From an optimization exercise on the open Yosys and OpenROAD flow, aimed at small area, a short achievable clock period and few clock cycles; shortcuts taken in it are not production practice.
Where RTL was checked, it was by simulation tests only, not by an equivalence proof against the original.

==> flow/design.v (excerpt) <==
module conv1_top #(
    parameter CONV_INPUT_SIZE = 23,
    parameter CONV_OUTPUT_SIZE = 22,
    parameter CONV_OUTPUT_FILTER = 20
)(
    input                     clk,
    input                     rst,
    input                     start,
    output reg         [4: 0] input_addra,
    input  wire signed [15:0] idata,
    output reg  signed [15:0] odata,
    output reg         [4: 0] output_filter,
    output reg         [4: 0] output_addra,
    output reg                done
);
Size in the first run: ~1500 cells after synthesis, ~95 flip-flops, roughly 51 I/O pins, about 14000 um^2 of cells after synthesis.
export LEC_CHECK = 0
export CAP_MARGIN = 20
export CORE_MARGIN = 2
export CORE_UTILIZATION = 40
export SLEW_MARGIN = 20
export SYNTH_HIERARCHICAL = 1
create_clock -name core_clock -period 30.0 [get_ports {clk}]
standard.sh (not shown) runs the stock make flow with config.mk's settings and CLKGATE_MAP_FILE= SYNTH_SCRIPT=/design/flow/synth_recipe.tcl, a recipe that flattens the netlist after the stock synthesis.
==> flow/flow/run.sh <==
#!/bin/bash
# Standard ORFS layout, with repair_timing asked for extra setup margin so
# that it sizes the critical paths for a shorter period than the clock's.
set -uo pipefail
MARGIN=$(cat "$(dirname "$0")/margin.txt")
bash standard.sh synth > synth.log 2>&1 || exit 1
bash standard.sh SETUP_SLACK_MARGIN=$MARGIN finish > layout.log 2>&1 || exit 1
==> flow/flow/margin.txt <==
24.0
Edit:
==> flow/flow/margin.txt (replaced) <==
23.0
Settings changed: CTS_CLUSTER_DIAMETER set to 300, CTS_CLUSTER_SIZE set to 60.
The changed run completed without violations.
Global-route usage goes down by 4.4 points.
Cell count goes down by a few percent.
Routed wire length goes down by about a fifth.
Core utilization goes down by 9.1 points.
Worst hold slack degrades by 97 ps.
Cell area goes down by about a fifth.
Edit:
Settings changed: CTS_CLUSTER_DIAMETER 300 to unset, CTS_CLUSTER_SIZE 60 to unset.
Effect: Global-route usage stays the same; critical path depth is unchanged; final area does not change; clock-buffer cell count stays the same; sequential share of layout area stays the same.
Edit:
==> flow/flow/margin.txt (replaced) <==
22.75
Worst hold slack gets worse by 6.0 ps.
Routed wire length is lower slightly.
Synthesized area stays the same.
Final area is lower by a few percent.
Function was not checked in any run of this note: the RTL went through the layout flow alone.


Another version of the RTL of conv1_top (not shown whole).
Size in the first run: about 1,300 cells after synthesis, ~95 flip-flops, roughly 51 I/O pins, about 0.013 mm2 of cells after synthesis.
Settings: LEC_CHECK=0, CAP_MARGIN=20, CELL_PAD_IN_SITES_DETAIL_PLACEMENT=1, CORE_MARGIN=2, CORE_UTILIZATION=40, SLEW_MARGIN=20, SYNTH_HIERARCHICAL=1; clock period 30.0 ns.
==> flow/flow/run.sh <==
#!/bin/bash
# Standard ORFS layout (the standard.sh), with extra ORFS settings from
# flow/make_args.txt (one NAME=value per line): repair_timing is asked for
# extra setup margin so that it sizes the critical paths for a shorter period
# than the clock's, and the port buffers are plain buffers.
set -uo pipefail
HERE="$(cd "$(dirname "$0")" && pwd)"
ARGS=()
while IFS= read -r line; do
    [[ -n "$line" && "$line" != \#* ]] && ARGS+=("$line")
done < "$HERE/make_args.txt"
bash standard.sh synth > synth.log 2>&1 || exit 1
bash standard.sh "${ARGS[@]}" finish > layout.log 2>&1 || exit 1
==> flow/flow/make_args.txt <==
SETUP_SLACK_MARGIN=23.1
BUFFER_PORTS_ARGS=-buffer_cell sky130_fd_sc_hd__buf_2
The first run passed the timing, DRC and antenna checks.
Testbench counts at the start, summed over its fixed seeds: cycles 21,504.
Next try:
Settings changed: CORE_UTILIZATION 40 to 30, GPL_ROUTABILITY_DRIVEN set to 0.
=>
- synthesized area is unchanged
- maximum frequency is higher by 0.35%
- register-to-register slack improved by 0.11 ns
- clock-buffer cell count stays the same
- via count barely changes
- routed wire length is lower by 2.0%
- critical path depth is unchanged
- utilization is lower by 11 points
- cell area is higher by 0.45%
Next try:
==> flow/run.sh (new file) <==
#!/bin/bash
# synth_recipe.tcl (not shown) runs the flow's synth.tcl, then flattens the netlist and writes it again
# the make line also repeats each setting of config.mk as NAME=value (left out here)
make -C /OpenROAD-flow-scripts/flow DESIGN_CONFIG=/design/flow/config.mk WORK_HOME=/design/flow/orfs CLKGATE_MAP_FILE= SYNTH_SCRIPT=/design/flow/synth_recipe.tcl finish
Settings changed: GPL_ROUTABILITY_DRIVEN 0 to unset, SETUP_SLACK_MARGIN set to 5.
removed: flow/flow/run.sh
removed: flow/flow/make_args.txt
removed: flow/standard.sh
Effect: Final cell count decreases by 0.96%; global-route usage is lower by 0.44 points; synthesized area stays the same; critical path depth came out higher by 18; synthesized cell count is unchanged; setup slack gets worse by 0.84 ns; worst hold slack improved by 0.015 ns; count of clock-buffer cells in the layout is lower by 1; utilization stays flat; clock skew stays flat.

[port drivers added, routing unchanged]
The flow's constraints put no driver on any port. The routed layouts listed below were extracted and timed again, unchanged, in two steps. Step 1: set_driving_cell puts a clkbuf_16 on clk and a buf_2 on each other input, an assumption about the parent block. Step 2 adds t to the input delays and takes it off the output delays; t is the mean of the earliest and latest rising clock arrival at the registers after step 1. Input paths then give back, and output paths get back, about the clock's delay inside the block. Slacks: ideal ports / drivers / drivers and shift; pairs: ideal ports / drivers.
run	t, ns	setup WS [ns]	worst register clock-pin slew, ns	cell pins on the clock port's net
the first run of note 1	0.423	23.136 / 23.087 / 23.248	0.09 / 0.09	1
the second run of note 1	0.433	23.034 / 22.982 / 22.749	0.09 / 0.09	1
the third run of note 1	0.433	23.034 / 22.982 / 22.749	0.09 / 0.09	1
the fourth run of note 1	0.433	22.856 / 22.802 / 22.507	0.08 / 0.08	1
the first run of note 2	0.433	23.107 / 23.054 / 22.872	0.09 / 0.09	1
the second run of note 2	0.426	23.132 / 23.082 / 22.955	0.08 / 0.08	1
the third run of note 2	0.423	22.287 / 22.287 / 22.287	0.08 / 0.08	1
After both steps every run listed still meets setup and hold. For the fourth run of note 1, which loses most, drivers alone change the setup slack by -0.054 ns; drivers and shift together by -0.349 ns.
